What follows belongs to an exercise in optimizing a design on an open flow for small area and a short achievable clock period; a production flow would make more cautious choices. The RTL was checked by simulation tests, not by an equivalence proof against the original design. Power figures rest on the tool's default switching activity, not on a simulated workload.

$ cat run.sh
#!/bin/bash
# synth_recipe.tcl (not shown) runs the flow's synth.tcl, then flattens the netlist and writes it again
# the make line also repeats each setting of config.mk as NAME=value (left out here)
make -C /OpenROAD-flow-scripts/flow DESIGN_CONFIG=/design/flow/config.mk WORK_HOME=/design/flow/orfs CLKGATE_MAP_FILE= SYNTH_SCRIPT=/design/flow/synth_recipe.tcl finish
$ cat constraint.sdc
create_clock -name core_clock -period 8.0 [get_ports {clk}]
set_input_delay 1.6000 -clock core_clock [delete_from_list [all_inputs] [get_ports {clk}]]
set_output_delay 1.6000 -clock core_clock [all_outputs]
set_load 0.01 [all_outputs]
$ cat config.mk
export PLATFORM = sky130hd
export DESIGN_NAME = smul_q31
export DESIGN_NICKNAME = smul_q31
export VERILOG_FILES = /design/flow/design.v
export SDC_FILE = /design/flow/constraint.sdc
export NUM_CORES = 4
export LEC_CHECK = 0
export CAP_MARGIN = 20
export CORE_MARGIN = 2
export CORE_UTILIZATION = 45
export SETUP_SLACK_MARGIN = 2.5
export SLEW_MARGIN = 20
export SYNTH_HIERARCHICAL = 1
export SYNTH_MINIMUM_KEEP_SIZE = 0
$ cat design.v
/*verilator lint_off MULTITOP*/
module num_rpad #(
    parameter int IN_WIDTH  = 32,
    parameter int OUT_WIDTH = 32
) (
    input  logic [ IN_WIDTH-1:0] in,
    output logic [OUT_WIDTH-1:0] out
);
  localparam int EXTEND = OUT_WIDTH - IN_WIDTH;
  assign out = {in, {EXTEND{1'b0}}};
endmodule
module num_sneg #(
    parameter int WIDTH = 32
) (
    input  logic signed [WIDTH-1:0] in,
    output logic signed [WIDTH-1:0] out
);
  assign out = -in;
endmodule
module num_sabs #(
    parameter int WIDTH = 32
) (
    input  logic signed [WIDTH-1:0] in,
    output logic signed [WIDTH-1:0] out
);
  assign out = in[WIDTH-1] ? -in : in;
endmodule
module num_min #(
    parameter int WIDTH = 32
) (
    input  logic [WIDTH-1:0] left,
    input  logic [WIDTH-1:0] right,
    output logic [WIDTH-1:0] out
);
  assign out = (left < right) ? left : right;
endmodule
module num_max #(
    parameter int WIDTH = 32
) (
    input  logic [WIDTH-1:0] left,
    input  logic [WIDTH-1:0] right,
    output logic [WIDTH-1:0] out
);
  assign out = (left > right) ? left : right;
endmodule
module num_smin #(
    parameter int WIDTH = 32
) (
    input  logic signed [WIDTH-1:0] left,
    input  logic signed [WIDTH-1:0] right,
    output logic signed [WIDTH-1:0] out
);
  assign out = (left < right) ? left : right;
endmodule
module num_smax #(
    parameter int WIDTH = 32
) (
    input  logic signed [WIDTH-1:0] left,
    input  logic signed [WIDTH-1:0] right,
    output logic signed [WIDTH-1:0] out
);
  assign out = (left > right) ? left : right;
endmodule
module num_ssignbit #(
    parameter int WIDTH = 32
) (
    input logic signed [WIDTH-1:0] in,
    output logic out
);
  assign out = in[WIDTH-1];
endmodule
module num_sadd #(
    parameter int LEFT_WIDTH = 32,
    parameter int LEFT_LSB = 0,
    parameter int RIGHT_WIDTH = 32,
    parameter int RIGHT_LSB = 0,
    parameter int OUT_WIDTH = 33
) (
    input  logic signed [ LEFT_WIDTH-1:0] left,
    input  logic signed [RIGHT_WIDTH-1:0] right,
    output logic signed [  OUT_WIDTH-1:0] out
);
  logic signed [  LEFT_LSB+LEFT_WIDTH-1:0] left_aligned;
  logic signed [RIGHT_LSB+RIGHT_WIDTH-1:0] right_aligned;
  assign left_aligned = {left, {LEFT_LSB{1'b0}}};
  assign right_aligned = {right, {RIGHT_LSB{1'b0}}};
  assign out = left_aligned + right_aligned;
endmodule
module num_smul #(
    parameter int LEFT_WIDTH = 32,
    parameter int RIGHT_WIDTH = 32,
    parameter int OUT_WIDTH = 64,
    parameter int OUT_LSB = 0
) (
    input  logic signed [ LEFT_WIDTH-1:0] left,
    input  logic signed [RIGHT_WIDTH-1:0] right,
    input  logic                          go,
    input  logic                          reset,
    input  logic                          clk,
    output logic signed [  OUT_WIDTH-1:0] out,
    output logic                          done
);
  logic [1:0] done_buffer;
  assign done = done_buffer[1];
  logic signed [       LEFT_WIDTH-1:0] left_tmp;
  logic signed [      RIGHT_WIDTH-1:0] right_tmp;
  logic signed [OUT_LSB+OUT_WIDTH-1:0] out_tmp;
  assign out = out_tmp[OUT_LSB+OUT_WIDTH-1:OUT_LSB];
  always_ff @(posedge clk) begin
    if (go) begin
      done_buffer[0] <= 1;
      done_buffer[1] <= done_buffer[0];
    end else begin
      done_buffer <= 0;
    end
  end
  always_ff @(posedge clk) begin
    if (!reset && go) begin
      left_tmp  <= left;
      right_tmp <= right;
    end else begin
      left_tmp  <= 0;
      right_tmp <= 0;
    end
  end
  always_ff @(posedge clk) begin
    if (reset) begin
      out_tmp <= 0;
    end else if (go) begin
      out_tmp <= left_tmp * right_tmp;
    end else begin
      out_tmp <= out_tmp;
    end
  end
endmodule
module smul_q31 (
    input  logic        clk,
    input  logic        reset,
    input  logic        go,
    input  logic [31:0] left,
    input  logic [31:0] right,
    output logic [31:0] out,
    output logic        done
);
  logic d0, d1;               
  logic zero;                 
  logic [41:0] sa, sb;        
  logic sl;                   
  wire cyc1 = go & ~d0;       
  wire cyc2 = d0 & ~d1;       
  wire hold = ~go | d1;       
  wire kboth = cyc2 | hold;
  assign done = d1;
  wire [16:0] bs = ({17{cyc2}} & right[31:15]) | ({17{cyc1}} & {right[15:0], 1'b0});
  wire [10:0] qlo = {1'b0, sa[9:0]} + {1'b0, sb[9:0]} + {10'd0, sl};
  wire [47:0] ea, eb;
  assign ea[0] = (cyc2 & sa[10]);
  assign eb[0] = (cyc2 & sb[10]);
  assign ea[1] = (cyc2 & sa[11]);
  assign eb[1] = (cyc2 & sb[11]);
  assign ea[2] = (cyc2 & sa[12]);
  assign eb[2] = (cyc2 & sb[12]);
  assign ea[3] = (cyc2 & sa[13]);
  assign eb[3] = (cyc2 & sb[13]);
  assign ea[4] = (cyc2 & sa[14]);
  assign eb[4] = (cyc2 & sb[14]);
  assign ea[5] = (cyc2 & sa[15]);
  assign eb[5] = (cyc2 & sb[15]);
  assign ea[6] = (cyc2 & sa[16]) | (hold & sa[0]);
  assign eb[6] = (cyc2 & sb[16]) | (hold & sb[0]);
  assign ea[7] = (cyc2 & sa[17]) | (hold & sa[1]);
  assign eb[7] = (cyc2 & sb[17]) | (hold & sb[1]);
  assign ea[8] = (cyc2 & sa[18]) | (hold & sa[2]);
  assign eb[8] = (cyc2 & sb[18]) | (hold & sb[2]);
  assign ea[9] = (cyc2 & sa[19]) | (hold & sa[3]);
  assign eb[9] = (cyc2 & sb[19]) | (hold & sb[3]);
  assign ea[10] = (cyc2 & sa[20]) | (hold & sa[4]);
  assign eb[10] = (cyc2 & sb[20]) | (hold & sb[4]);
  assign ea[11] = (cyc2 & sa[21]) | (hold & sa[5]);
  assign eb[11] = (cyc2 & sb[21]) | (hold & sb[5]);
  assign ea[12] = (cyc2 & sa[22]) | (hold & sa[6]);
  assign eb[12] = (cyc2 & sb[22]) | (hold & sb[6]);
  assign ea[13] = (cyc2 & sa[23]) | (hold & sa[7]);
  assign eb[13] = (cyc2 & sb[23]) | (hold & sb[7]);
  assign ea[14] = (cyc2 & sa[24]) | (hold & sa[8]);
  assign eb[14] = (cyc2 & sb[24]) | (hold & sb[8]);
  assign ea[15] = (cyc2 & sa[25]) | (hold & sa[9]);
  assign eb[15] = (cyc2 & sb[25]) | (hold & sb[9]);
  assign ea[16] = (cyc2 & sa[26]) | (hold & sa[10]);
  assign eb[16] = (cyc2 & sb[26]) | (hold & sb[10]);
  assign ea[17] = (cyc2 & sa[27]) | (hold & sa[11]);
  assign eb[17] = (cyc2 & sb[27]) | (hold & sb[11]);
  assign ea[18] = (cyc2 & sa[28]) | (hold & sa[12]);
  assign eb[18] = (cyc2 & sb[28]) | (hold & sb[12]);
  assign ea[19] = (cyc2 & sa[29]) | (hold & sa[13]);
  assign eb[19] = (cyc2 & sb[29]) | (hold & sb[13]);
  assign ea[20] = (cyc2 & sa[30]) | (hold & sa[14]);
  assign eb[20] = (cyc2 & sb[30]) | (hold & sb[14]);
  assign ea[21] = (cyc2 & sa[31]) | (hold & sa[15]);
  assign eb[21] = (cyc2 & sb[31]) | (hold & sb[15]);
  assign ea[22] = (cyc2 & sa[32]) | (hold & sa[16]);
  assign eb[22] = (cyc2 & sb[32]) | (hold & sb[16]);
  assign ea[23] = (cyc2 & sa[33]) | (hold & sa[17]);
  assign eb[23] = (cyc2 & sb[33]) | (hold & sb[17]);
  assign ea[24] = (cyc2 & sa[34]) | (hold & sa[18]);
  assign eb[24] = (cyc2 & sb[34]) | (hold & sb[18]);
  assign ea[25] = (cyc2 & sa[35]) | (hold & sa[19]);
  assign eb[25] = (cyc2 & sb[35]) | (hold & sb[19]);
  assign ea[26] = (cyc2 & sa[36]) | (hold & sa[20]);
  assign eb[26] = (cyc2 & sb[36]) | (hold & sb[20]);
  assign ea[27] = (cyc2 & sa[37]) | (hold & sa[21]);
  assign eb[27] = (cyc2 & sb[37]) | (hold & sb[21]);
  assign ea[28] = (cyc2 & sa[38]) | (hold & sa[22]);
  assign eb[28] = (cyc2 & sb[38]) | (hold & sb[22]);
  assign ea[29] = (cyc2 & sa[39]) | (hold & sa[23]);
  assign eb[29] = (cyc2 & sb[39]) | (hold & sb[23]);
  assign ea[30] = (cyc2 & sa[40]) | (hold & sa[24]);
  assign eb[30] = (cyc2 & sb[40]) | (hold & sb[24]);
  assign ea[31] = (cyc2 & sa[41]) | (hold & sa[25]);
  assign eb[31] = (cyc2 & sb[41]) | (hold & sb[25]);
  assign ea[32] = (hold & sa[26]);
  assign eb[32] = (hold & sb[26]);
  assign ea[33] = (hold & sa[27]);
  assign eb[33] = (hold & sb[27]);
  assign ea[34] = (hold & sa[28]);
  assign eb[34] = (hold & sb[28]);
  assign ea[35] = (hold & sa[29]);
  assign eb[35] = (hold & sb[29]);
  assign ea[36] = (hold & sa[30]);
  assign eb[36] = (hold & sb[30]);
  assign ea[37] = (hold & sa[31]);
  assign eb[37] = (hold & sb[31]);
  assign ea[38] = (hold & sa[32]);
  assign eb[38] = (hold & sb[32]);
  assign ea[39] = (hold & sa[33]);
  assign eb[39] = (hold & sb[33]);
  assign ea[40] = (hold & sa[34]);
  assign eb[40] = (hold & sb[34]);
  assign ea[41] = (hold & sa[35]);
  assign eb[41] = (hold & sb[35]);
  assign ea[42] = (hold & sa[36]);
  assign eb[42] = (hold & sb[36]);
  assign ea[43] = (hold & sa[37]);
  assign eb[43] = (hold & sb[37]);
  assign ea[44] = (hold & sa[38]);
  assign eb[44] = (hold & sb[38]);
  assign ea[45] = (hold & sa[39]);
  assign eb[45] = (hold & sb[39]);
  assign ea[46] = (hold & sa[40]);
  assign eb[46] = (hold & sb[40]);
  assign ea[47] = (hold & sa[41]);
  assign eb[47] = (hold & sb[41]);
  wire ec = cyc2 & qlo[10];
  wire eh = hold & sl;
  wire neg0, one0, two0;
  sq_benc e0 (.b(bs[2:0]), .neg(neg0), .one(one0), .two(two0));
  wire neg1, one1, two1;
  sq_benc e1 (.b(bs[4:2]), .neg(neg1), .one(one1), .two(two1));
  wire neg2, one2, two2;
  sq_benc e2 (.b(bs[6:4]), .neg(neg2), .one(one2), .two(two2));
  wire neg3, one3, two3;
  sq_benc e3 (.b(bs[8:6]), .neg(neg3), .one(one3), .two(two3));
  wire neg4, one4, two4;
  sq_benc e4 (.b(bs[10:8]), .neg(neg4), .one(one4), .two(two4));
  wire neg5, one5, two5;
  sq_benc e5 (.b(bs[12:10]), .neg(neg5), .one(one5), .two(two5));
  wire neg6, one6, two6;
  sq_benc e6 (.b(bs[14:12]), .neg(neg6), .one(one6), .two(two6));
  wire neg7, one7, two7;
  sq_benc e7 (.b(bs[16:14]), .neg(neg7), .one(one7), .two(two7));
  wire [32:0] pp0, q0;
  sq_bpp b0[32:0] (.x0({left[31], left}), .x1({left, 1'b0}), .neg(neg0), .one(one0), .two(two0), .p(q0));
  assign pp0 = {~q0[32], q0[31:0]};
  wire [32:0] pp1, q1;
  sq_bpp b1[32:0] (.x0({left[31], left}), .x1({left, 1'b0}), .neg(neg1), .one(one1), .two(two1), .p(q1));
  assign pp1 = {~q1[32], q1[31:0]};
  wire [32:0] pp2, q2;
  sq_bpp b2[32:0] (.x0({left[31], left}), .x1({left, 1'b0}), .neg(neg2), .one(one2), .two(two2), .p(q2));
  assign pp2 = {~q2[32], q2[31:0]};
  wire [32:0] pp3, q3;
  sq_bpp b3[32:0] (.x0({left[31], left}), .x1({left, 1'b0}), .neg(neg3), .one(one3), .two(two3), .p(q3));
  assign pp3 = {~q3[32], q3[31:0]};
  wire [32:0] pp4, q4;
  sq_bpp b4[32:0] (.x0({left[31], left}), .x1({left, 1'b0}), .neg(neg4), .one(one4), .two(two4), .p(q4));
  assign pp4 = {~q4[32], q4[31:0]};
  wire [32:0] pp5, q5;
  sq_bpp b5[32:0] (.x0({left[31], left}), .x1({left, 1'b0}), .neg(neg5), .one(one5), .two(two5), .p(q5));
  assign pp5 = {~q5[32], q5[31:0]};
  wire [32:0] pp6, q6;
  sq_bpp b6[32:0] (.x0({left[31], left}), .x1({left, 1'b0}), .neg(neg6), .one(one6), .two(two6), .p(q6));
  assign pp6 = {~q6[32], q6[31:0]};
  wire [32:0] pp7, q7;
  sq_bpp b7[32:0] (.x0({left[31], left}), .x1({left, 1'b0}), .neg(neg7), .one(one7), .two(two7), .p(q7));
  assign pp7 = {~q7[32], q7[31:0]};
  wire s1, c2;
  sq_ha h2 (.a(ea[12]), .b(eb[12]), .s(s1), .co(c2));
  wire s3, c4;
  sq_ha h4 (.a(ea[13]), .b(eb[13]), .s(s3), .co(c4));
  wire s5, c6;
  sq_fa f6 (.a(ea[14]), .b(eb[14]), .c(neg7), .s(s5), .co(c6));
  wire s7, c8;
  sq_ha h8 (.a(pp0[14]), .b(pp1[12]), .s(s7), .co(c8));
  wire s9, c10;
  sq_fa f10 (.a(ea[15]), .b(eb[15]), .c(pp0[15]), .s(s9), .co(c10));
  wire s11, c12;
  sq_ha h12 (.a(pp1[13]), .b(pp2[11]), .s(s11), .co(c12));
  wire s13, c14;
  sq_fa f14 (.a(cyc2), .b(ea[16]), .c(eb[16]), .s(s13), .co(c14));
  wire s15, c16;
  sq_fa f16 (.a(pp0[16]), .b(pp1[14]), .c(pp2[12]), .s(s15), .co(c16));
  wire s17, c18;
  sq_fa f18 (.a(cyc2), .b(ea[17]), .c(eb[17]), .s(s17), .co(c18));
  wire s19, c20;
  sq_fa f20 (.a(pp0[17]), .b(pp1[15]), .c(pp2[13]), .s(s19), .co(c20));
  wire s21, c22;
  sq_fa f22 (.a(ea[18]), .b(eb[18]), .c(pp0[18]), .s(s21), .co(c22));
  wire s23, c24;
  sq_ha h24 (.a(pp1[16]), .b(pp2[14]), .s(s23), .co(c24));
  wire s25, c26;
  sq_fa f26 (.a(cyc2), .b(ea[19]), .c(eb[19]), .s(s25), .co(c26));
  wire s27, c28;
  sq_fa f28 (.a(pp0[19]), .b(pp1[17]), .c(pp2[15]), .s(s27), .co(c28));
  wire s29, c30;
  sq_fa f30 (.a(ea[20]), .b(eb[20]), .c(pp0[20]), .s(s29), .co(c30));
  wire s31, c32;
  sq_ha h32 (.a(pp1[18]), .b(pp2[16]), .s(s31), .co(c32));
  wire s33, c34;
  sq_fa f34 (.a(cyc2), .b(ea[21]), .c(eb[21]), .s(s33), .co(c34));
  wire s35, c36;
  sq_fa f36 (.a(pp0[21]), .b(pp1[19]), .c(pp2[17]), .s(s35), .co(c36));
  wire s37, c38;
  sq_fa f38 (.a(ea[22]), .b(eb[22]), .c(pp0[22]), .s(s37), .co(c38));
  wire s39, c40;
  sq_ha h40 (.a(pp1[20]), .b(pp2[18]), .s(s39), .co(c40));
  wire s41, c42;
  sq_fa f42 (.a(cyc2), .b(ea[23]), .c(eb[23]), .s(s41), .co(c42));
  wire s43, c44;
  sq_fa f44 (.a(pp0[23]), .b(pp1[21]), .c(pp2[19]), .s(s43), .co(c44));
  wire s45, c46;
  sq_fa f46 (.a(ea[24]), .b(eb[24]), .c(pp0[24]), .s(s45), .co(c46));
  wire s47, c48;
  sq_ha h48 (.a(pp1[22]), .b(pp2[20]), .s(s47), .co(c48));
  wire s49, c50;
  sq_fa f50 (.a(cyc2), .b(ea[25]), .c(eb[25]), .s(s49), .co(c50));
  wire s51, c52;
  sq_fa f52 (.a(pp0[25]), .b(pp1[23]), .c(pp2[21]), .s(s51), .co(c52));
  wire s53, c54;
  sq_fa f54 (.a(ea[26]), .b(eb[26]), .c(pp0[26]), .s(s53), .co(c54));
  wire s55, c56;
  sq_ha h56 (.a(pp1[24]), .b(pp2[22]), .s(s55), .co(c56));
  wire s57, c58;
  sq_fa f58 (.a(cyc2), .b(ea[27]), .c(eb[27]), .s(s57), .co(c58));
  wire s59, c60;
  sq_fa f60 (.a(pp0[27]), .b(pp1[25]), .c(pp2[23]), .s(s59), .co(c60));
  wire s61, c62;
  sq_fa f62 (.a(ea[28]), .b(eb[28]), .c(pp0[28]), .s(s61), .co(c62));
  wire s63, c64;
  sq_ha h64 (.a(pp1[26]), .b(pp2[24]), .s(s63), .co(c64));
  wire s65, c66;
  sq_fa f66 (.a(cyc2), .b(ea[29]), .c(eb[29]), .s(s65), .co(c66));
  wire s67, c68;
  sq_fa f68 (.a(pp0[29]), .b(pp1[27]), .c(pp2[25]), .s(s67), .co(c68));
  wire s69, c70;
  sq_fa f70 (.a(ea[30]), .b(eb[30]), .c(pp0[30]), .s(s69), .co(c70));
  wire s71, c72;
  sq_ha h72 (.a(pp1[28]), .b(pp2[26]), .s(s71), .co(c72));
  wire s73, c74;
  sq_fa f74 (.a(cyc2), .b(ea[31]), .c(eb[31]), .s(s73), .co(c74));
  wire s75, c76;
  sq_fa f76 (.a(pp0[31]), .b(pp1[29]), .c(pp2[27]), .s(s75), .co(c76));
  wire s77, c78;
  sq_fa f78 (.a(hold), .b(ea[32]), .c(eb[32]), .s(s77), .co(c78));
  wire s79, c80;
  sq_fa f80 (.a(pp0[32]), .b(pp1[30]), .c(pp2[28]), .s(s79), .co(c80));
  wire s81, c82;
  sq_fa f82 (.a(kboth), .b(ea[33]), .c(eb[33]), .s(s81), .co(c82));
  wire s83, c84;
  sq_ha h84 (.a(pp1[31]), .b(pp2[29]), .s(s83), .co(c84));
  wire s85, c86;
  sq_fa f86 (.a(ea[34]), .b(eb[34]), .c(pp1[32]), .s(s85), .co(c86));
  wire s87, c88;
  sq_ha h88 (.a(kboth), .b(ea[35]), .s(s87), .co(c88));
  wire s89, c90;
  sq_fa f90 (.a(ea[6]), .b(eb[6]), .c(eh), .s(s89), .co(c90));
  wire s91, c92;
  sq_ha h92 (.a(ea[7]), .b(eb[7]), .s(s91), .co(c92));
  wire s93, c94;
  sq_fa f94 (.a(ea[8]), .b(eb[8]), .c(neg4), .s(s93), .co(c94));
  wire s95, c96;
  sq_ha h96 (.a(pp0[8]), .b(pp1[6]), .s(s95), .co(c96));
  wire s97, c98;
  sq_fa f98 (.a(ea[9]), .b(eb[9]), .c(pp0[9]), .s(s97), .co(c98));
  wire s99, c100;
  sq_ha h100 (.a(pp1[7]), .b(pp2[5]), .s(s99), .co(c100));
  wire s101, c102;
  sq_fa f102 (.a(ea[10]), .b(eb[10]), .c(neg5), .s(s101), .co(c102));
  wire s103, c104;
  sq_fa f104 (.a(pp0[10]), .b(pp1[8]), .c(pp2[6]), .s(s103), .co(c104));
  wire s105, c106;
  sq_ha h106 (.a(pp3[4]), .b(pp4[2]), .s(s105), .co(c106));
  wire s107, c108;
  sq_fa f108 (.a(ea[11]), .b(eb[11]), .c(pp0[11]), .s(s107), .co(c108));
  wire s109, c110;
  sq_fa f110 (.a(pp1[9]), .b(pp2[7]), .c(pp3[5]), .s(s109), .co(c110));
  wire s111, c112;
  sq_ha h112 (.a(pp4[3]), .b(pp5[1]), .s(s111), .co(c112));
  wire s113, c114;
  sq_fa f114 (.a(s1), .b(neg6), .c(pp0[12]), .s(s113), .co(c114));
  wire s115, c116;
  sq_fa f116 (.a(pp1[10]), .b(pp2[8]), .c(pp3[6]), .s(s115), .co(c116));
  wire s117, c118;
  sq_fa f118 (.a(pp4[4]), .b(pp5[2]), .c(pp6[0]), .s(s117), .co(c118));
  wire s119, c120;
  sq_fa f120 (.a(c2), .b(s3), .c(pp0[13]), .s(s119), .co(c120));
  wire s121, c122;
  sq_fa f122 (.a(pp1[11]), .b(pp2[9]), .c(pp3[7]), .s(s121), .co(c122));
  wire s123, c124;
  sq_fa f124 (.a(pp4[5]), .b(pp5[3]), .c(pp6[1]), .s(s123), .co(c124));
  wire s125, c126;
  sq_fa f126 (.a(c4), .b(pp2[10]), .c(pp3[8]), .s(s125), .co(c126));
  wire s127, c128;
  sq_fa f128 (.a(pp4[6]), .b(pp5[4]), .c(pp6[2]), .s(s127), .co(c128));
  wire s129, c130;
  sq_fa f130 (.a(pp7[0]), .b(s5), .c(s7), .s(s129), .co(c130));
  wire s131, c132;
  sq_fa f132 (.a(pp3[9]), .b(pp4[7]), .c(pp5[5]), .s(s131), .co(c132));
  wire s133, c134;
  sq_fa f134 (.a(pp6[3]), .b(pp7[1]), .c(c6), .s(s133), .co(c134));
  wire s135, c136;
  sq_fa f136 (.a(c8), .b(s11), .c(s9), .s(s135), .co(c136));
  wire s137, c138;
  sq_fa f138 (.a(s13), .b(pp3[10]), .c(pp4[8]), .s(s137), .co(c138));
  wire s139, c140;
  sq_fa f140 (.a(pp5[6]), .b(pp6[4]), .c(pp7[2]), .s(s139), .co(c140));
  wire s141, c142;
  sq_fa f142 (.a(c12), .b(c10), .c(s15), .s(s141), .co(c142));
  wire s143, c144;
  sq_fa f144 (.a(c14), .b(s17), .c(pp3[11]), .s(s143), .co(c144));
  wire s145, c146;
  sq_fa f146 (.a(pp4[9]), .b(pp5[7]), .c(pp6[5]), .s(s145), .co(c146));
  wire s147, c148;
  sq_fa f148 (.a(pp7[3]), .b(c16), .c(s19), .s(s147), .co(c148));
  wire s149, c150;
  sq_fa f150 (.a(c18), .b(pp3[12]), .c(pp4[10]), .s(s149), .co(c150));
  wire s151, c152;
  sq_fa f152 (.a(pp5[8]), .b(pp6[6]), .c(pp7[4]), .s(s151), .co(c152));
  wire s153, c154;
  sq_fa f154 (.a(s23), .b(c20), .c(s21), .s(s153), .co(c154));
  wire s155, c156;
  sq_fa f156 (.a(s25), .b(pp3[13]), .c(pp4[11]), .s(s155), .co(c156));
  wire s157, c158;
  sq_fa f158 (.a(pp5[9]), .b(pp6[7]), .c(pp7[5]), .s(s157), .co(c158));
  wire s159, c160;
  sq_fa f160 (.a(c24), .b(c22), .c(s27), .s(s159), .co(c160));
  wire s161, c162;
  sq_fa f162 (.a(c26), .b(pp3[14]), .c(pp4[12]), .s(s161), .co(c162));
  wire s163, c164;
  sq_fa f164 (.a(pp5[10]), .b(pp6[8]), .c(pp7[6]), .s(s163), .co(c164));
  wire s165, c166;
  sq_fa f166 (.a(s31), .b(c28), .c(s29), .s(s165), .co(c166));
  wire s167, c168;
  sq_fa f168 (.a(s33), .b(pp3[15]), .c(pp4[13]), .s(s167), .co(c168));
  wire s169, c170;
  sq_fa f170 (.a(pp5[11]), .b(pp6[9]), .c(pp7[7]), .s(s169), .co(c170));
  wire s171, c172;
  sq_fa f172 (.a(c32), .b(c30), .c(s35), .s(s171), .co(c172));
  wire s173, c174;
  sq_fa f174 (.a(c34), .b(pp3[16]), .c(pp4[14]), .s(s173), .co(c174));
  wire s175, c176;
  sq_fa f176 (.a(pp5[12]), .b(pp6[10]), .c(pp7[8]), .s(s175), .co(c176));
  wire s177, c178;
  sq_fa f178 (.a(s39), .b(c36), .c(s37), .s(s177), .co(c178));
  wire s179, c180;
  sq_fa f180 (.a(s41), .b(pp3[17]), .c(pp4[15]), .s(s179), .co(c180));
  wire s181, c182;
  sq_fa f182 (.a(pp5[13]), .b(pp6[11]), .c(pp7[9]), .s(s181), .co(c182));
  wire s183, c184;
  sq_fa f184 (.a(c40), .b(c38), .c(s43), .s(s183), .co(c184));
  wire s185, c186;
  sq_fa f186 (.a(c42), .b(pp3[18]), .c(pp4[16]), .s(s185), .co(c186));
  wire s187, c188;
  sq_fa f188 (.a(pp5[14]), .b(pp6[12]), .c(pp7[10]), .s(s187), .co(c188));
  wire s189, c190;
  sq_fa f190 (.a(s47), .b(c44), .c(s45), .s(s189), .co(c190));
  wire s191, c192;
  sq_fa f192 (.a(s49), .b(pp3[19]), .c(pp4[17]), .s(s191), .co(c192));
  wire s193, c194;
  sq_fa f194 (.a(pp5[15]), .b(pp6[13]), .c(pp7[11]), .s(s193), .co(c194));
  wire s195, c196;
  sq_fa f196 (.a(c48), .b(c46), .c(s51), .s(s195), .co(c196));
  wire s197, c198;
  sq_fa f198 (.a(c50), .b(pp3[20]), .c(pp4[18]), .s(s197), .co(c198));
  wire s199, c200;
  sq_fa f200 (.a(pp5[16]), .b(pp6[14]), .c(pp7[12]), .s(s199), .co(c200));
  wire s201, c202;
  sq_fa f202 (.a(s55), .b(c52), .c(s53), .s(s201), .co(c202));
  wire s203, c204;
  sq_fa f204 (.a(s57), .b(pp3[21]), .c(pp4[19]), .s(s203), .co(c204));
  wire s205, c206;
  sq_fa f206 (.a(pp5[17]), .b(pp6[15]), .c(pp7[13]), .s(s205), .co(c206));
  wire s207, c208;
  sq_fa f208 (.a(c56), .b(c54), .c(s59), .s(s207), .co(c208));
  wire s209, c210;
  sq_fa f210 (.a(c58), .b(pp3[22]), .c(pp4[20]), .s(s209), .co(c210));
  wire s211, c212;
  sq_fa f212 (.a(pp5[18]), .b(pp6[16]), .c(pp7[14]), .s(s211), .co(c212));
  wire s213, c214;
  sq_fa f214 (.a(s63), .b(c60), .c(s61), .s(s213), .co(c214));
  wire s215, c216;
  sq_fa f216 (.a(s65), .b(pp3[23]), .c(pp4[21]), .s(s215), .co(c216));
  wire s217, c218;
  sq_fa f218 (.a(pp5[19]), .b(pp6[17]), .c(pp7[15]), .s(s217), .co(c218));
  wire s219, c220;
  sq_fa f220 (.a(c64), .b(c62), .c(s67), .s(s219), .co(c220));
  wire s221, c222;
  sq_fa f222 (.a(c66), .b(pp3[24]), .c(pp4[22]), .s(s221), .co(c222));
  wire s223, c224;
  sq_fa f224 (.a(pp5[20]), .b(pp6[18]), .c(pp7[16]), .s(s223), .co(c224));
  wire s225, c226;
  sq_fa f226 (.a(s71), .b(c68), .c(s69), .s(s225), .co(c226));
  wire s227, c228;
  sq_fa f228 (.a(s73), .b(pp3[25]), .c(pp4[23]), .s(s227), .co(c228));
  wire s229, c230;
  sq_fa f230 (.a(pp5[21]), .b(pp6[19]), .c(pp7[17]), .s(s229), .co(c230));
  wire s231, c232;
  sq_fa f232 (.a(c72), .b(c70), .c(s75), .s(s231), .co(c232));
  wire s233, c234;
  sq_fa f234 (.a(c74), .b(s77), .c(pp3[26]), .s(s233), .co(c234));
  wire s235, c236;
  sq_fa f236 (.a(pp4[24]), .b(pp5[22]), .c(pp6[20]), .s(s235), .co(c236));
  wire s237, c238;
  sq_fa f238 (.a(pp7[18]), .b(c76), .c(s79), .s(s237), .co(c238));
  wire s239, c240;
  sq_fa f240 (.a(c78), .b(s81), .c(pp3[27]), .s(s239), .co(c240));
  wire s241, c242;
  sq_fa f242 (.a(pp4[25]), .b(pp5[23]), .c(pp6[21]), .s(s241), .co(c242));
  wire s243, c244;
  sq_fa f244 (.a(pp7[19]), .b(s83), .c(c80), .s(s243), .co(c244));
  wire s245, c246;
  sq_fa f246 (.a(c82), .b(pp2[30]), .c(pp3[28]), .s(s245), .co(c246));
  wire s247, c248;
  sq_fa f248 (.a(pp4[26]), .b(pp5[24]), .c(pp6[22]), .s(s247), .co(c248));
  wire s249, c250;
  sq_fa f250 (.a(pp7[20]), .b(c84), .c(s85), .s(s249), .co(c250));
  wire s251, c252;
  sq_fa f252 (.a(eb[35]), .b(s87), .c(pp2[31]), .s(s251), .co(c252));
  wire s253, c254;
  sq_fa f254 (.a(pp3[29]), .b(pp4[27]), .c(pp5[25]), .s(s253), .co(c254));
  wire s255, c256;
  sq_fa f256 (.a(pp6[23]), .b(pp7[21]), .c(c86), .s(s255), .co(c256));
  wire s257, c258;
  sq_fa f258 (.a(ea[36]), .b(eb[36]), .c(c88), .s(s257), .co(c258));
  wire s259, c260;
  sq_fa f260 (.a(pp2[32]), .b(pp3[30]), .c(pp4[28]), .s(s259), .co(c260));
  wire s261, c262;
  sq_fa f262 (.a(pp5[26]), .b(pp6[24]), .c(pp7[22]), .s(s261), .co(c262));
  wire s263, c264;
  sq_fa f264 (.a(kboth), .b(ea[37]), .c(eb[37]), .s(s263), .co(c264));
  wire s265, c266;
  sq_fa f266 (.a(pp3[31]), .b(pp4[29]), .c(pp5[27]), .s(s265), .co(c266));
  wire s267, c268;
  sq_ha h268 (.a(pp6[25]), .b(pp7[23]), .s(s267), .co(c268));
  wire s269, c270;
  sq_fa f270 (.a(ea[38]), .b(eb[38]), .c(pp3[32]), .s(s269), .co(c270));
  wire s271, c272;
  sq_fa f272 (.a(pp4[30]), .b(pp5[28]), .c(pp6[26]), .s(s271), .co(c272));
  wire s273, c274;
  sq_fa f274 (.a(kboth), .b(ea[39]), .c(eb[39]), .s(s273), .co(c274));
  wire s275, c276;
  sq_ha h276 (.a(pp4[31]), .b(pp5[29]), .s(s275), .co(c276));
  wire s277, c278;
  sq_fa f278 (.a(ea[40]), .b(eb[40]), .c(pp4[32]), .s(s277), .co(c278));
  wire s279, c280;
  sq_ha h280 (.a(kboth), .b(ea[41]), .s(s279), .co(c280));
  wire s281, c282;
  sq_ha h282 (.a(ea[0]), .b(eb[0]), .s(s281), .co(c282));
  wire s283, c284;
  sq_ha h284 (.a(ea[2]), .b(eb[2]), .s(s283), .co(c284));
  wire s285, c286;
  sq_ha h286 (.a(ea[3]), .b(eb[3]), .s(s285), .co(c286));
  wire s287, c288;
  sq_fa f288 (.a(ea[4]), .b(eb[4]), .c(neg2), .s(s287), .co(c288));
  wire s289, c290;
  sq_ha h290 (.a(pp0[4]), .b(pp1[2]), .s(s289), .co(c290));
  wire s291, c292;
  sq_fa f292 (.a(ea[5]), .b(eb[5]), .c(pp0[5]), .s(s291), .co(c292));
  wire s293, c294;
  sq_ha h294 (.a(pp1[3]), .b(pp2[1]), .s(s293), .co(c294));
  wire s295, c296;
  sq_fa f296 (.a(s89), .b(neg3), .c(pp0[6]), .s(s295), .co(c296));
  wire s297, c298;
  sq_fa f298 (.a(pp1[4]), .b(pp2[2]), .c(pp3[0]), .s(s297), .co(c298));
  wire s299, c300;
  sq_fa f300 (.a(s91), .b(c90), .c(pp0[7]), .s(s299), .co(c300));
  wire s301, c302;
  sq_fa f302 (.a(pp1[5]), .b(pp2[3]), .c(pp3[1]), .s(s301), .co(c302));
  wire s303, c304;
  sq_fa f304 (.a(c92), .b(pp2[4]), .c(pp3[2]), .s(s303), .co(c304));
  wire s305, c306;
  sq_fa f306 (.a(pp4[0]), .b(s93), .c(s95), .s(s305), .co(c306));
  wire s307, c308;
  sq_fa f308 (.a(pp3[3]), .b(pp4[1]), .c(c94), .s(s307), .co(c308));
  wire s309, c310;
  sq_fa f310 (.a(c96), .b(s99), .c(s97), .s(s309), .co(c310));
  wire s311, c312;
  sq_fa f312 (.a(pp5[0]), .b(s101), .c(c100), .s(s311), .co(c312));
  wire s313, c314;
  sq_fa f314 (.a(s105), .b(c98), .c(s103), .s(s313), .co(c314));
  wire s315, c316;
  sq_fa f316 (.a(c102), .b(c106), .c(s111), .s(s315), .co(c316));
  wire s317, c318;
  sq_fa f318 (.a(c104), .b(s107), .c(s109), .s(s317), .co(c318));
  wire s319, c320;
  sq_fa f320 (.a(c112), .b(c108), .c(c110), .s(s319), .co(c320));
  wire s321, c322;
  sq_fa f322 (.a(s113), .b(s115), .c(s117), .s(s321), .co(c322));
  wire s323, c324;
  sq_fa f324 (.a(c114), .b(c116), .c(c118), .s(s323), .co(c324));
  wire s325, c326;
  sq_fa f326 (.a(s119), .b(s121), .c(s123), .s(s325), .co(c326));
  wire s327, c328;
  sq_fa f328 (.a(c120), .b(c122), .c(c124), .s(s327), .co(c328));
  wire s329, c330;
  sq_fa f330 (.a(s125), .b(s127), .c(s129), .s(s329), .co(c330));
  wire s331, c332;
  sq_fa f332 (.a(c126), .b(c128), .c(s131), .s(s331), .co(c332));
  wire s333, c334;
  sq_fa f334 (.a(s133), .b(c130), .c(s135), .s(s333), .co(c334));
  wire s335, c336;
  sq_fa f336 (.a(c132), .b(s137), .c(s139), .s(s335), .co(c336));
  wire s337, c338;
  sq_fa f338 (.a(c134), .b(c136), .c(s141), .s(s337), .co(c338));
  wire s339, c340;
  sq_fa f340 (.a(c138), .b(c140), .c(s143), .s(s339), .co(c340));
  wire s341, c342;
  sq_fa f342 (.a(s145), .b(c142), .c(s147), .s(s341), .co(c342));
  wire s343, c344;
  sq_fa f344 (.a(c144), .b(c146), .c(s149), .s(s343), .co(c344));
  wire s345, c346;
  sq_fa f346 (.a(s151), .b(c148), .c(s153), .s(s345), .co(c346));
  wire s347, c348;
  sq_fa f348 (.a(c150), .b(c152), .c(s155), .s(s347), .co(c348));
  wire s349, c350;
  sq_fa f350 (.a(s157), .b(c154), .c(s159), .s(s349), .co(c350));
  wire s351, c352;
  sq_fa f352 (.a(c156), .b(c158), .c(s161), .s(s351), .co(c352));
  wire s353, c354;
  sq_fa f354 (.a(s163), .b(c160), .c(s165), .s(s353), .co(c354));
  wire s355, c356;
  sq_fa f356 (.a(c162), .b(c164), .c(s167), .s(s355), .co(c356));
  wire s357, c358;
  sq_fa f358 (.a(s169), .b(c166), .c(s171), .s(s357), .co(c358));
  wire s359, c360;
  sq_fa f360 (.a(c168), .b(c170), .c(s173), .s(s359), .co(c360));
  wire s361, c362;
  sq_fa f362 (.a(s175), .b(c172), .c(s177), .s(s361), .co(c362));
  wire s363, c364;
  sq_fa f364 (.a(c174), .b(c176), .c(s179), .s(s363), .co(c364));
  wire s365, c366;
  sq_fa f366 (.a(s181), .b(c178), .c(s183), .s(s365), .co(c366));
  wire s367, c368;
  sq_fa f368 (.a(c180), .b(c182), .c(s185), .s(s367), .co(c368));
  wire s369, c370;
  sq_fa f370 (.a(s187), .b(c184), .c(s189), .s(s369), .co(c370));
  wire s371, c372;
  sq_fa f372 (.a(c186), .b(c188), .c(s191), .s(s371), .co(c372));
  wire s373, c374;
  sq_fa f374 (.a(s193), .b(c190), .c(s195), .s(s373), .co(c374));
  wire s375, c376;
  sq_fa f376 (.a(c192), .b(c194), .c(s197), .s(s375), .co(c376));
  wire s377, c378;
  sq_fa f378 (.a(s199), .b(c196), .c(s201), .s(s377), .co(c378));
  wire s379, c380;
  sq_fa f380 (.a(c198), .b(c200), .c(s203), .s(s379), .co(c380));
  wire s381, c382;
  sq_fa f382 (.a(s205), .b(c202), .c(s207), .s(s381), .co(c382));
  wire s383, c384;
  sq_fa f384 (.a(c204), .b(c206), .c(s209), .s(s383), .co(c384));
  wire s385, c386;
  sq_fa f386 (.a(s211), .b(c208), .c(s213), .s(s385), .co(c386));
  wire s387, c388;
  sq_fa f388 (.a(c210), .b(c212), .c(s215), .s(s387), .co(c388));
  wire s389, c390;
  sq_fa f390 (.a(s217), .b(c214), .c(s219), .s(s389), .co(c390));
  wire s391, c392;
  sq_fa f392 (.a(c216), .b(c218), .c(s221), .s(s391), .co(c392));
  wire s393, c394;
  sq_fa f394 (.a(s223), .b(c220), .c(s225), .s(s393), .co(c394));
  wire s395, c396;
  sq_fa f396 (.a(c222), .b(c224), .c(s227), .s(s395), .co(c396));
  wire s397, c398;
  sq_fa f398 (.a(s229), .b(c226), .c(s231), .s(s397), .co(c398));
  wire s399, c400;
  sq_fa f400 (.a(c228), .b(c230), .c(s233), .s(s399), .co(c400));
  wire s401, c402;
  sq_fa f402 (.a(s235), .b(c232), .c(s237), .s(s401), .co(c402));
  wire s403, c404;
  sq_fa f404 (.a(c234), .b(c236), .c(s239), .s(s403), .co(c404));
  wire s405, c406;
  sq_fa f406 (.a(s241), .b(c238), .c(s243), .s(s405), .co(c406));
  wire s407, c408;
  sq_fa f408 (.a(c240), .b(c242), .c(s245), .s(s407), .co(c408));
  wire s409, c410;
  sq_fa f410 (.a(s247), .b(c244), .c(s249), .s(s409), .co(c410));
  wire s411, c412;
  sq_fa f412 (.a(c246), .b(c248), .c(s251), .s(s411), .co(c412));
  wire s413, c414;
  sq_fa f414 (.a(s253), .b(c250), .c(s255), .s(s413), .co(c414));
  wire s415, c416;
  sq_fa f416 (.a(s257), .b(c252), .c(c254), .s(s415), .co(c416));
  wire s417, c418;
  sq_fa f418 (.a(s259), .b(s261), .c(c256), .s(s417), .co(c418));
  wire s419, c420;
  sq_fa f420 (.a(s263), .b(c258), .c(s267), .s(s419), .co(c420));
  wire s421, c422;
  sq_fa f422 (.a(c260), .b(c262), .c(s265), .s(s421), .co(c422));
  wire s423, c424;
  sq_fa f424 (.a(c264), .b(pp7[24]), .c(c268), .s(s423), .co(c424));
  wire s425, c426;
  sq_fa f426 (.a(c266), .b(s269), .c(s271), .s(s425), .co(c426));
  wire s427, c428;
  sq_fa f428 (.a(s273), .b(pp6[27]), .c(pp7[25]), .s(s427), .co(c428));
  wire s429, c430;
  sq_fa f430 (.a(s275), .b(c270), .c(c272), .s(s429), .co(c430));
  wire s431, c432;
  sq_fa f432 (.a(c274), .b(pp5[30]), .c(pp6[28]), .s(s431), .co(c432));
  wire s433, c434;
  sq_fa f434 (.a(pp7[26]), .b(c276), .c(s277), .s(s433), .co(c434));
  wire s435, c436;
  sq_fa f436 (.a(eb[41]), .b(s279), .c(pp5[31]), .s(s435), .co(c436));
  wire s437, c438;
  sq_fa f438 (.a(pp6[29]), .b(pp7[27]), .c(c278), .s(s437), .co(c438));
  wire s439, c440;
  sq_fa f440 (.a(ea[42]), .b(eb[42]), .c(c280), .s(s439), .co(c440));
  wire s441, c442;
  sq_fa f442 (.a(pp5[32]), .b(pp6[30]), .c(pp7[28]), .s(s441), .co(c442));
  wire s443, c444;
  sq_fa f444 (.a(kboth), .b(ea[43]), .c(eb[43]), .s(s443), .co(c444));
  wire s445, c446;
  sq_ha h446 (.a(pp6[31]), .b(pp7[29]), .s(s445), .co(c446));
  wire s447, c448;
  sq_fa f448 (.a(ea[44]), .b(eb[44]), .c(pp6[32]), .s(s447), .co(c448));
  wire s449, c450;
  sq_ha h450 (.a(kboth), .b(ea[45]), .s(s449), .co(c450));
  wire s451, c452;
  sq_ha h452 (.a(ec), .b(s281), .s(s451), .co(c452));
  wire s453, c454;
  sq_fa f454 (.a(ea[1]), .b(eb[1]), .c(c282), .s(s453), .co(c454));
  wire s455, c456;
  sq_fa f456 (.a(s283), .b(neg1), .c(pp0[2]), .s(s455), .co(c456));
  wire s457, c458;
  sq_fa f458 (.a(c284), .b(s285), .c(pp0[3]), .s(s457), .co(c458));
  wire s459, c460;
  sq_fa f460 (.a(c286), .b(pp2[0]), .c(s287), .s(s459), .co(c460));
  wire s461, c462;
  sq_fa f462 (.a(c288), .b(c290), .c(s293), .s(s461), .co(c462));
  wire s463, c464;
  sq_fa f464 (.a(c294), .b(c292), .c(s295), .s(s463), .co(c464));
  wire s465, c466;
  sq_fa f466 (.a(c296), .b(c298), .c(s299), .s(s465), .co(c466));
  wire s467, c468;
  sq_fa f468 (.a(c300), .b(c302), .c(s303), .s(s467), .co(c468));
  wire s469, c470;
  sq_fa f470 (.a(c304), .b(s307), .c(c306), .s(s469), .co(c470));
  wire s471, c472;
  sq_fa f472 (.a(c308), .b(s311), .c(c310), .s(s471), .co(c472));
  wire s473, c474;
  sq_fa f474 (.a(c312), .b(s315), .c(c314), .s(s473), .co(c474));
  wire s475, c476;
  sq_fa f476 (.a(c316), .b(c318), .c(s319), .s(s475), .co(c476));
  wire s477, c478;
  sq_fa f478 (.a(c320), .b(c322), .c(s323), .s(s477), .co(c478));
  wire s479, c480;
  sq_fa f480 (.a(c324), .b(c326), .c(s327), .s(s479), .co(c480));
  wire s481, c482;
  sq_fa f482 (.a(c328), .b(s331), .c(c330), .s(s481), .co(c482));
  wire s483, c484;
  sq_fa f484 (.a(c332), .b(s335), .c(c334), .s(s483), .co(c484));
  wire s485, c486;
  sq_fa f486 (.a(c336), .b(s339), .c(c338), .s(s485), .co(c486));
  wire s487, c488;
  sq_fa f488 (.a(c340), .b(s343), .c(c342), .s(s487), .co(c488));
  wire s489, c490;
  sq_fa f490 (.a(c344), .b(s347), .c(c346), .s(s489), .co(c490));
  wire s491, c492;
  sq_fa f492 (.a(c348), .b(s351), .c(c350), .s(s491), .co(c492));
  wire s493, c494;
  sq_fa f494 (.a(c352), .b(s355), .c(c354), .s(s493), .co(c494));
  wire s495, c496;
  sq_fa f496 (.a(c356), .b(s359), .c(c358), .s(s495), .co(c496));
  wire s497, c498;
  sq_fa f498 (.a(c360), .b(s363), .c(c362), .s(s497), .co(c498));
  wire s499, c500;
  sq_fa f500 (.a(c364), .b(s367), .c(c366), .s(s499), .co(c500));
  wire s501, c502;
  sq_fa f502 (.a(c368), .b(s371), .c(c370), .s(s501), .co(c502));
  wire s503, c504;
  sq_fa f504 (.a(c372), .b(s375), .c(c374), .s(s503), .co(c504));
  wire s505, c506;
  sq_fa f506 (.a(c376), .b(s379), .c(c378), .s(s505), .co(c506));
  wire s507, c508;
  sq_fa f508 (.a(c380), .b(s383), .c(c382), .s(s507), .co(c508));
  wire s509, c510;
  sq_fa f510 (.a(c384), .b(s387), .c(c386), .s(s509), .co(c510));
  wire s511, c512;
  sq_fa f512 (.a(c388), .b(s391), .c(c390), .s(s511), .co(c512));
  wire s513, c514;
  sq_fa f514 (.a(c392), .b(s395), .c(c394), .s(s513), .co(c514));
  wire s515, c516;
  sq_fa f516 (.a(c396), .b(s399), .c(c398), .s(s515), .co(c516));
  wire s517, c518;
  sq_fa f518 (.a(c400), .b(s403), .c(c402), .s(s517), .co(c518));
  wire s519, c520;
  sq_fa f520 (.a(c404), .b(s407), .c(c406), .s(s519), .co(c520));
  wire s521, c522;
  sq_fa f522 (.a(c408), .b(s411), .c(c410), .s(s521), .co(c522));
  wire s523, c524;
  sq_fa f524 (.a(c412), .b(s415), .c(c414), .s(s523), .co(c524));
  wire s525, c526;
  sq_fa f526 (.a(s419), .b(c416), .c(s421), .s(s525), .co(c526));
  wire s527, c528;
  sq_fa f528 (.a(c420), .b(s423), .c(c422), .s(s527), .co(c528));
  wire s529, c530;
  sq_fa f530 (.a(s427), .b(c424), .c(c426), .s(s529), .co(c530));
  wire s531, c532;
  sq_fa f532 (.a(c428), .b(s431), .c(c430), .s(s531), .co(c532));
  wire s533, c534;
  sq_fa f534 (.a(c432), .b(s435), .c(c434), .s(s533), .co(c534));
  wire s535, c536;
  sq_fa f536 (.a(s439), .b(c436), .c(s441), .s(s535), .co(c536));
  wire s537, c538;
  sq_fa f538 (.a(s443), .b(c440), .c(s445), .s(s537), .co(c538));
  wire s539, c540;
  sq_fa f540 (.a(c444), .b(pp7[30]), .c(c446), .s(s539), .co(c540));
  wire s541, c542;
  sq_fa f542 (.a(eb[45]), .b(s449), .c(pp7[31]), .s(s541), .co(c542));
  wire s543, c544;
  sq_fa f544 (.a(ea[46]), .b(eb[46]), .c(c450), .s(s543), .co(c544));
  wire s545, c546;
  sq_ha h546 (.a(neg0), .b(s451), .s(s545), .co(c546));
  wire s547, c548;
  sq_fa f548 (.a(c452), .b(s453), .c(pp0[1]), .s(s547), .co(c548));
  wire s549, c550;
  sq_fa f550 (.a(c454), .b(pp1[0]), .c(s455), .s(s549), .co(c550));
  wire s551, c552;
  sq_fa f552 (.a(pp1[1]), .b(c456), .c(s457), .s(s551), .co(c552));
  wire s553, c554;
  sq_fa f554 (.a(s289), .b(c458), .c(s459), .s(s553), .co(c554));
  wire s555, c556;
  sq_fa f556 (.a(s291), .b(c460), .c(s461), .s(s555), .co(c556));
  wire s557, c558;
  sq_fa f558 (.a(s297), .b(c462), .c(s463), .s(s557), .co(c558));
  wire s559, c560;
  sq_fa f560 (.a(s301), .b(c464), .c(s465), .s(s559), .co(c560));
  wire s561, c562;
  sq_fa f562 (.a(s305), .b(c466), .c(s467), .s(s561), .co(c562));
  wire s563, c564;
  sq_fa f564 (.a(c468), .b(s309), .c(s469), .s(s563), .co(c564));
  wire s565, c566;
  sq_fa f566 (.a(s313), .b(c470), .c(s471), .s(s565), .co(c566));
  wire s567, c568;
  sq_fa f568 (.a(s317), .b(c472), .c(s473), .s(s567), .co(c568));
  wire s569, c570;
  sq_fa f570 (.a(s321), .b(c474), .c(s475), .s(s569), .co(c570));
  wire s571, c572;
  sq_fa f572 (.a(s325), .b(c476), .c(s477), .s(s571), .co(c572));
  wire s573, c574;
  sq_fa f574 (.a(s329), .b(c478), .c(s479), .s(s573), .co(c574));
  wire s575, c576;
  sq_fa f576 (.a(c480), .b(s333), .c(s481), .s(s575), .co(c576));
  wire s577, c578;
  sq_fa f578 (.a(s337), .b(c482), .c(s483), .s(s577), .co(c578));
  wire s579, c580;
  sq_fa f580 (.a(s341), .b(c484), .c(s485), .s(s579), .co(c580));
  wire s581, c582;
  sq_fa f582 (.a(s345), .b(c486), .c(s487), .s(s581), .co(c582));
  wire s583, c584;
  sq_fa f584 (.a(s349), .b(c488), .c(s489), .s(s583), .co(c584));
  wire s585, c586;
  sq_fa f586 (.a(s353), .b(c490), .c(s491), .s(s585), .co(c586));
  wire s587, c588;
  sq_fa f588 (.a(s357), .b(c492), .c(s493), .s(s587), .co(c588));
  wire s589, c590;
  sq_fa f590 (.a(s361), .b(c494), .c(s495), .s(s589), .co(c590));
  wire s591, c592;
  sq_fa f592 (.a(s365), .b(c496), .c(s497), .s(s591), .co(c592));
  wire s593, c594;
  sq_fa f594 (.a(s369), .b(c498), .c(s499), .s(s593), .co(c594));
  wire s595, c596;
  sq_fa f596 (.a(s373), .b(c500), .c(s501), .s(s595), .co(c596));
  wire s597, c598;
  sq_fa f598 (.a(s377), .b(c502), .c(s503), .s(s597), .co(c598));
  wire s599, c600;
  sq_fa f600 (.a(s381), .b(c504), .c(s505), .s(s599), .co(c600));
  wire s601, c602;
  sq_fa f602 (.a(s385), .b(c506), .c(s507), .s(s601), .co(c602));
  wire s603, c604;
  sq_fa f604 (.a(s389), .b(c508), .c(s509), .s(s603), .co(c604));
  wire s605, c606;
  sq_fa f606 (.a(s393), .b(c510), .c(s511), .s(s605), .co(c606));
  wire s607, c608;
  sq_fa f608 (.a(s397), .b(c512), .c(s513), .s(s607), .co(c608));
  wire s609, c610;
  sq_fa f610 (.a(s401), .b(c514), .c(s515), .s(s609), .co(c610));
  wire s611, c612;
  sq_fa f612 (.a(s405), .b(c516), .c(s517), .s(s611), .co(c612));
  wire s613, c614;
  sq_fa f614 (.a(s409), .b(s519), .c(c518), .s(s613), .co(c614));
  wire s615, c616;
  sq_fa f616 (.a(s413), .b(c520), .c(s521), .s(s615), .co(c616));
  wire s617, c618;
  sq_fa f618 (.a(s417), .b(s523), .c(c522), .s(s617), .co(c618));
  wire s619, c620;
  sq_fa f620 (.a(c418), .b(s525), .c(c524), .s(s619), .co(c620));
  wire s621, c622;
  sq_fa f622 (.a(s425), .b(c526), .c(s527), .s(s621), .co(c622));
  wire s623, c624;
  sq_fa f624 (.a(s429), .b(c528), .c(s529), .s(s623), .co(c624));
  wire s625, c626;
  sq_fa f626 (.a(s433), .b(c530), .c(s531), .s(s625), .co(c626));
  wire s627, c628;
  sq_fa f628 (.a(s437), .b(c532), .c(s533), .s(s627), .co(c628));
  wire s629, c630;
  sq_fa f630 (.a(c438), .b(s535), .c(c534), .s(s629), .co(c630));
  wire s631, c632;
  sq_fa f632 (.a(c442), .b(s537), .c(c536), .s(s631), .co(c632));
  wire s633, c634;
  sq_fa f634 (.a(s447), .b(c538), .c(s539), .s(s633), .co(c634));
  wire s635, c636;
  sq_fa f636 (.a(c448), .b(s541), .c(c540), .s(s635), .co(c636));
  wire s637, c638;
  sq_fa f638 (.a(s543), .b(pp7[32]), .c(c542), .s(s637), .co(c638));
  wire s639, c640;
  sq_fa f640 (.a(ea[47]), .b(eb[47]), .c(c544), .s(s639), .co(c640));
  wire [47:0] v1 = {s639, s637, c634, s633, s631, s629, c626, s625, c622, s621, c618, c616, c614, c612, c610, c608, c606, c604, c602, c600, c598, c596, c594, c592, c590, c588, c586, c584, c582, c580, c578, c576, c574, c572, c570, c568, c566, c564, c562, c560, c558, c556, c554, c552, c550, c548, c546, pp0[0]};
  wire [47:0] v2 = {c638, c636, s635, c632, c630, c628, s627, c624, s623, c620, s619, s617, s615, s613, s611, s609, s607, s605, s603, s601, s599, s597, s595, s593, s591, s589, s587, s585, s583, s581, s579, s577, s575, s573, s571, s569, s567, s565, s563, s561, s559, s557, s555, s553, s551, s549, s547, s545};
  wire [6:0] vlo = {1'b0, v1[5:0]} + {1'b0, v2[5:0]};
  always_ff @(posedge clk) begin
    d0 <= go;
    d1 <= go & d0;
    sa <= v1[47:6];
    sb <= v2[47:6];
    sl <= vlo[6];
    if (reset) zero <= 1'b1;
    else if (cyc2) zero <= 1'b0;
  end
  wire [40:0] res = sa[40:0] + sb[40:0] + {40'd0, sl};
  assign out = zero ? 32'd0 : res[40:9];
endmodule
module sq_benc (
    input  logic [2:0] b,
    output logic       neg,
    output logic       one,
    output logic       two
);
  assign neg = b[2];
  assign one = b[1] ^ b[0];
  assign two = (b[2] & ~b[1] & ~b[0]) | (~b[2] & b[1] & b[0]);
endmodule
module sq_bpp (
    input  logic x0,
    input  logic x1,
    input  logic neg,
    input  logic one,
    input  logic two,
    output logic p
);
  assign p = ((one & x0) | (two & x1)) ^ neg;
endmodule
module sq_fa (
    input  logic a,
    input  logic b,
    input  logic c,
    output logic s,
    output logic co
);
  assign s = a ^ b ^ c;
  assign co = (a & b) | (a & c) | (b & c);
endmodule
module sq_ha (
    input  logic a,
    input  logic b,
    output logic s,
    output logic co
);
  assign s = a ^ b;
  assign co = a & b;
endmodule
==> results of run 1 <==
[modules after synthesis (local to each module, per instance)]
module / flops+latches / area (µm²) / times used
smul_q31: 88 / 5132 / 1
sq_ha: 0 / 12.51 / 30
sq_benc: 0 / 38.79 / 8
sq_bpp: 0 / 21.27 / 264
sq_fa: 0 / 20.02 / 290
[power groups by stage]
stage / sequential (mW) / clock (mW) / combinational (mW)
final: 1.27 / 0.406 / 8.91
after global routing: 1.27 / 0.427 / 9.96
after CTS: 1.26 / 0.412 / 8.76
after detailed placement: 1.27 / 0 / 8.61
after global placement: 1.27 / 0 / 8.24
after floorplan: 1.02 / 0 / 6.07
[logic make-up after synthesis]
family / Yosys count / share of synthesized area (%)
compound gates: 475 / 28.47
flops: 88 / 10.22
buf+inv: 62 / 1.539
fa+ha+maj: 365 / 39.12
mux: 1 / 0.06532
xor+xnor: 300 / 15.24
simple gates: 178 / 5.320
other cells: 1 / 0.02175
[synth_stat cells, types with 25 or more instances]
master	n
ha_1	75
a22oi_2	264
dfxtp_1	88
a21o_1	25
and2_1	49
nor2_1	46
nand2_1	35
a21oi_1	46
clkbuf_1	30
xnor2_1	283
fa_1	290
a22o_1	68
[timing repair]
| action | CTS | global route |
|---|---|---|
| gates resized for setup | 57 | 30 |
| setup endpoints to repair | 82 | 39 |
| pin swaps | 18 | 19 |
| gates cloned | 9 | 5 |
| setup buffers | 37 | 15 |
[how the worst min path moves through the flow]
stage,to,depth (start not counted)
after floorplan,d1$_DFF_P_,1
after global placement,d1$_DFF_P_,1
after detailed placement,d1$_DFF_P_,1
after CTS,d1$_DFF_P_,1
after global routing,d1$_DFF_P_,1
final,d1$_DFF_P_,1
[flip-flops by register name, indices dropped and copies added, names as in the netlist]
register  count
d0            1
d1            1
sa           42
sb           42
sl            1
zero          1
[layer usage]
layer / GRT usage [%] / share of wire, % / wire, µm / vias to the layer above
met5: 0 / 0 / 0 / -
met4: 9.630 / 3.7 / 2230 / 0
met3: 5.283 / 8.6 / 5257 / 112
met2: 47.25 / 45 / 27540 / 601
met1: 44.06 / 42 / 25850 / 7004
li1: - / - / - / 5760
[worst register-to-register path: stages, from the launching register on]
cell and delay [ps]:
dfxtp_1 530, nor2b_4 570, buf_4 740, a22o_1 350, fa_1 530, fa_1 490
fa_1 650, fa_1 480, fa_2 530
[layout make-up]
type / instances / area share (%)
Multi-Input combinational cell: 1331 / 75.17
Timing Repair Buffer: 221 / 11.79
Sequential cell: 88 / 8.369
Tap cell: 511 / 3.035
Clock buffer: 10 / 1.087
Inverter: 19 / 0.3386
Clock inverter: 6 / 0.2079
[metrics by stage]
stage | total power, mW | instance area (µm²) | util (%) | hold slack (ps) | worst slack (ps)
2_1_floorplan | 7.082 | 17620 | - | 460.3 | 2247
3_3_place_gp | 9.513 | 19510 | 51.79 | 599.0 | 842.5
5_1_grt | 11.66 | 21060 | 55.92 | 654.4 | 2461
3_5_place_dp | 9.877 | 19500 | 51.77 | 598.7 | 819.9
4_1_cts | 10.43 | 20650 | 54.83 | 641.5 | 2504
6_report | 10.59 | 21060 | 55.92 | 645.1 | 2488
==> impl.org, run 1 <==
** Floorplanning
- The floorplan has 71 rows.
- Die span in y :: between 150 and 200 µm
- Std-Cell Core Area :: 0.03767 mm²
- For this design the top-level I/O count stands at 100.
- The floorplan step defined a die boundary enclosing 0.03989 mm².
- For this configuration, the core starts out at a cell density of between 40 and 50%.
- Measured along the x axis, the die boundary spans between 150 and 200 µm.

** Logic synthesis
- Top area cells in the synthesized netlist :: fa_1, a22oi_2, xnor2_1, dfxtp_1, ha_1
- Post-synth top area share :: 33.68%
- A synthesized cell averages 11.73 µm².
- In this run, synthesis produced a sequential element count of 88.
- Post-synthesis sequential area ratio :: 10.22%
- In this run, synthesis inferred 0 flip-flops with an integrated enable.
- Cell count after synthesis :: 1,470
- Primary flip-flop cell chosen by synthesis mapping :: dfxtp_1
- Library cell with the largest summed area after synthesis :: fa_1
- Synthesis instantiated 58 different standard cells from the library.
- Fraction of synthesis flops using an asynchronous set or reset pin :: 0%
- The synthesized netlist occupies a cell area of 0.01724 mm².
- Number of warnings reported in the yosys synthesis log :: 7

** Setup path
- The worst setup path is of the in -> reg kind.
- Together, buffers and inverters on the worst path number 5.
- Sequence of cells on the critical path :: clkdlybuf4s50_1 -> a22o_4 -> buf_12 -> o22ai_4 -> buf_12 -> buf_12 -> buf_16 -> a22oi_2 -> xnor2_2 -> fa_1 -> fa_1 -> fa_2 -> fa_1 -> fa_2
- Largest delay share family, worst path :: adder cells
- Cell with the largest stage delay on the worst path :: fa_1
- For flop-to-flop paths, the worst setup slack is 3060 ps.
- The most critical setup path has its startpoint at right[19].
- Critical-path maximum fanout :: 19
- Signal arrival time at the worst endpoint :: 5740 ps
- The critical path crosses 14 cells after its start point.
- Crit Reg-Reg Startpoint :: d0$_DFF_P_
- At the worst endpoint, the required time is slightly above 8000 ps.
- The worst register-to-register path ends at sb[24]$_DFF_P_.
- STA classifies the critical path startpoint as a primary input.
- For this run, the slowest stage of the critical path takes 550 ps.
- Following the worst setup path forward leads to its endpoint at sb[26]$_DFF_P_.
- Worst Reg2Reg Path Length in Cells :: 8
- The worst setup path is captured at a register.

** Global routing
- The initial antenna violation count is 0.
- Vias in the first global route :: 13,780
- Maximum number of pins on one net before global-route repair :: 76
- Total grt overflow :: 0
- Wire length of the first global-routing pass :: roughly 90,000 µm
- For this run, the total global-route usage over all layers was measured as 30.68%.

** Pwr
- Per report_power, the combinational group accounts for 84.2% of the total.
- IR analysis of the VDD net gives a maximum drop of 0.2365 mV.
- Switching power total :: between 5 and 6 mW
- Int Pwr :: 5.271 mW
- Share of total power in sequential cells :: a little under an eighth
- The share of total power dissipated in the clock network is approximately 3.8%.
- Power spread over the standard cell area amounts to 502.8 mW/mm².
- Static power due to leakage :: between 7 and 8 nW
- Net switching is 50.23% of the power.

** Placement
- PortBufs :: 99
- Weighted congestion reported at the end of routability-driven placement :: around 0.9
- After detailed placement, the design holds a cell count of 2,104.
- HPWL after detailed placement :: 43,140 µm

** Detailed routing
- For this run, design rule violations remaining after detail routing come to 0.
- In the final routed layout, each cell accounts on average for 27.84 µm.
- Total length of routed wires :: 60,870 µm
- Initial DRT Pass Iterations :: 5
- The count of nets left with antenna violations once routing finished came out at 0.
- After detailed routing, the number of vias per cell comes to 6.165.
- Number of DRC violations after detailed-routing iteration 0 :: 1,196
- Count of vias placed by the detailed router :: 13,480

** Worst hold path
- Hold Crit Class :: reg -> reg
- Hold_sp :: d0$_DFF_P_

** Finish
- Area added between synthesis and finish :: 22.19%
- Across the whole layout, storage elements account for approximately 0.0018 mm².
- Highest-count cells in the layout ignoring fill and taps :: xnor2_1, fa_1, a22oi_2
- Most common cell after layout, fill and taps aside :: xnor2_1
- Leaving out filler cells and counting taps, the final layout contains 2,186.
- Fill cells in the final layout number 3,275.
- The final layout contains 2,102 nets.
- Multi-input gate area :: 0.01583 mm²
- The number of antenna diodes in the final layout is 0.
- Fraction of final layout cells sized beyond drive strength 1 :: 30.39%

** Clocking
- Clock network latency to the later pin of the worst-skew pair :: between 300 and 400 ps
- CTS tree :: done
- Hold buffer count at CTS :: 0
- The H-tree was split into 3 levels.
- Maximum clock path buffer count :: 2
- Number of buffers created by CTS :: 9
- Clock transition at the registers of the reported paths :: roughly 70 ps
- Clock tree sinks :: ~90
- The root buffer cell chosen for the clock tree is clkbuf_16.

** Timing
- Hold violation count in the final report :: 0
- Headroom to the max-slew limit :: 21.31%
- Fin Clk Skew :: 13.17 ps
- Unrepaired setup endpoints after global routing :: yes
- Max-slew violation count :: 0
- Adding up every negative setup slack in the final design gives 0 ps.
- At the pin with the least slew margin, the transition time is 1177 ps.
- Setup violations remaining at the end of the flow were counted as 0.
- Maximum clock frequency :: roughly 0.18 GHz
- Subtracting the final worst setup slack from the clock period gives 5512 ps.
- Of the available clock period, the critical path in the final layout requires 68.90%.

** Run status
- The run finished with no timing, DRC or antenna violations.

** Job
- MaxCap Viol Count :: 0
==> run 2: changes to the inputs <==
--- a/config.mk
+++ b/config.mk
@@ -10,3 +10,3 @@
 export CORE_UTILIZATION = 45
-export SETUP_SLACK_MARGIN = 2.5
+export SETUP_SLACK_MARGIN = 3.0
 export SLEW_MARGIN = 20
==> run 2 against run 1 <==
  * Sequential power barely moved
  * Critical endpoint is now sb[27]$_DFF_P_
  * Cell count increased by 3.9%
  * Total power up 4.1%
  * Critical path type unchanged
  * Sequential cell count stayed put
  * Still clean on timing, DRC and antenna
  * Combinational power rose by 4.3%
  * Global-route usage grew 0.55 points
  * Clock skew fell by 7.0 ps
  * Cell area rose by 6.8%
  * Sequential share of layout area decreased by 0.51 points
==> impl.org, run 2 <==
** Setup path
- Sequence of cells on the critical path :: buf_8 -> nor2b_4 -> buf_6 -> a22o_4 -> buf_12 -> xor2_4 -> buf_12 -> buf_8 -> buf_4 -> a22oi_2 -> xnor2_2 -> fa_1 -> fa_2 -> fa_2 -> fa_1 -> fa_2
- Largest delay share family, worst path :: adder cells
- The register-to-register setup slack was 3010 ps (-50 ps).

** Finish
- The total of fill cells in the finished design came to 3,061 (-6.5%).
- Area added between synthesis and finish :: 30.50%
- Fraction of final layout cells sized beyond drive strength 1 :: 42.56% (+12 points)

** Logic synthesis
- Library cell with the largest summed area after synthesis :: fa_1
- fa_1 is the most common cell in the netlist.
- Synthesized cell area :: 0.01724 mm² (unchanged)
- In the synthesized netlist, the cells that appear most often are fa_1, xnor2_1, a22oi_2.
- The share of the synthesized area in the top cell type is 33.68% (unchanged).
- The most used flip-flop cell after synthesis is dfxtp_1.

** Detailed routing
- The routed via count divided by cell count is 6.141 (-0.39%).
- The sum of routed wire length over all layers came to 62,340 µm (+2.4%).
- Routed WL per cell :: 27.44 µm (-1.5%)
- The count of TritonRoute iterations in the first routing pass came to 5 (unchanged).

** Worst hold path
- The path class of the tightest hold or removal check is reg -> reg.

** Floorplanning
- The width of the die was 199.7 µm (unchanged).
- Num rows :: 71 (unchanged)
- Std-Cell Core Area :: 0.03767 mm² (unchanged)
- IO Pins :: 100 (unchanged)
- Overall die area :: 0.03989 mm² (unchanged)

** Placement
- The HPWL after detailed placement was 43,130 µm (about the same).
- Number of cells after detailed placement :: 2,107 (+0.14%)

** Global routing
- Maximum number of pins on one net before global-route repair :: 76 (unchanged)
- The number of global-route vias before repair was 14,390 (+4.4%).
- Wire length of the first global-routing pass :: 90,720 µm (+1.1%)
- Initial antenna violation count :: 2 (+2)

** Run status
- Run status :: no timing/DRC/antenna violations

** Pwr
- The final total power is 11.03 mW (+4.1%).

** Timing
- Max-slew violation count :: 0 (unchanged)
- Pin slew with the least headroom to its limit :: 1181 ps (+3.875 ps)
- Headroom to the max-slew limit :: 21.30% (about the same)

** Clocking
- Maximum level of the CTS H-tree :: 3 (unchanged)
==> run 2: cell counts after synthesis <==
No cell type changed its count.
==> run 2: cell families after synthesis <==
group                      share of synthesized area, %
AOI/OAI and AO/OA                                 28.47
xor gates and xnor gates                          15.24
adders and majority gates                         39.12
buffers and inverters                             1.539
DFF                                               10.22
muxes                                           0.06532
other                                           0.02175
and+or+nand+nor                                   5.320
==> run 2: modules after synthesis (local to each module, per instance) <==
module / cells / times used
sq_benc: 5 / 8
sq_ha: 1 / 30
smul_q31: 582 / 1
sq_fa: 1 / 290
sq_bpp: 2 / 264
==> run 2: power by group through the flow <==
stage	registers (mW)	logic (mW)	clock network, mW
6_report	1.29	9.29	0.449
5_1_grt	1.29	10.5	0.472
4_1_cts	1.27	9.03	0.451
3_3_place_gp	1.27	8.27	0
3_5_place_dp	1.27	8.47	0
2_1_floorplan	1.02	6.08	0
==> run 2: through the flow <==
stage / utilization, % / area (µm²) / hold slack (ps) / setup slack (ps)
floorplan: - / 17660 / 460.3 / 2249
detailed placement: 51.96 / 19570 / 593.3 / 1190
global route: 59.72 / 22490 / 638.3 / 2609
finish: 59.73 / 22500 / 642.6 / 2658
CTS: 57.39 / 21620 / 630.5 / 2695
global placement: 51.93 / 19560 / 587.6 / 1273
==> run 2: path summary, 6_finish.rpt <==
kind                            cells past startpoint        from              to
worst min-delay path                                1  d0$_DFF_P_      d1$_DFF_P_
worst min register to register                      1  d0$_DFF_P_      d1$_DFF_P_
worst max-delay path                               16          go  sb[27]$_DFF_P_
worst max register to register                      8  d0$_DFF_P_  sb[19]$_DFF_P_
==> run 2: final cells by class <==
type                            instances  area share [%]
Clock inverter                          3          0.1780
Clock buffer                           13           1.157
Timing Repair Buffer                  308           14.43
Tap cell                              511           2.842
Multi-Input combinational cell       1329           73.20
Antenna cell                            1         0.01112
Inverter                               19          0.3170
Sequential cell                        88           7.864
==> run 2: metal layers <==
layer	wire, µm	global-route usage, %
met1	26160	42.79
met2	27730	46.69
met3	5652	8.405
met4	2801	13.09
met5	0	0
==> run 2: repair_timing <==
action	in CTS	in global routing
cloned	6	5
pin swaps	88	108
gates resized for setup	215	115
buffers inserted	100	37
setup endpoints to repair	100	79
endpoints found under the hold margin	0	0
hold buffers	0	0

Check on run 2: ideal ports give 2.658 ns setup slack; a clkbuf_16 on the clock port and buf_2 on the inputs give 2.655 ns; moving port delays by the midpoint clock arrival (0.410 ns) as well gives 2.245 ns.
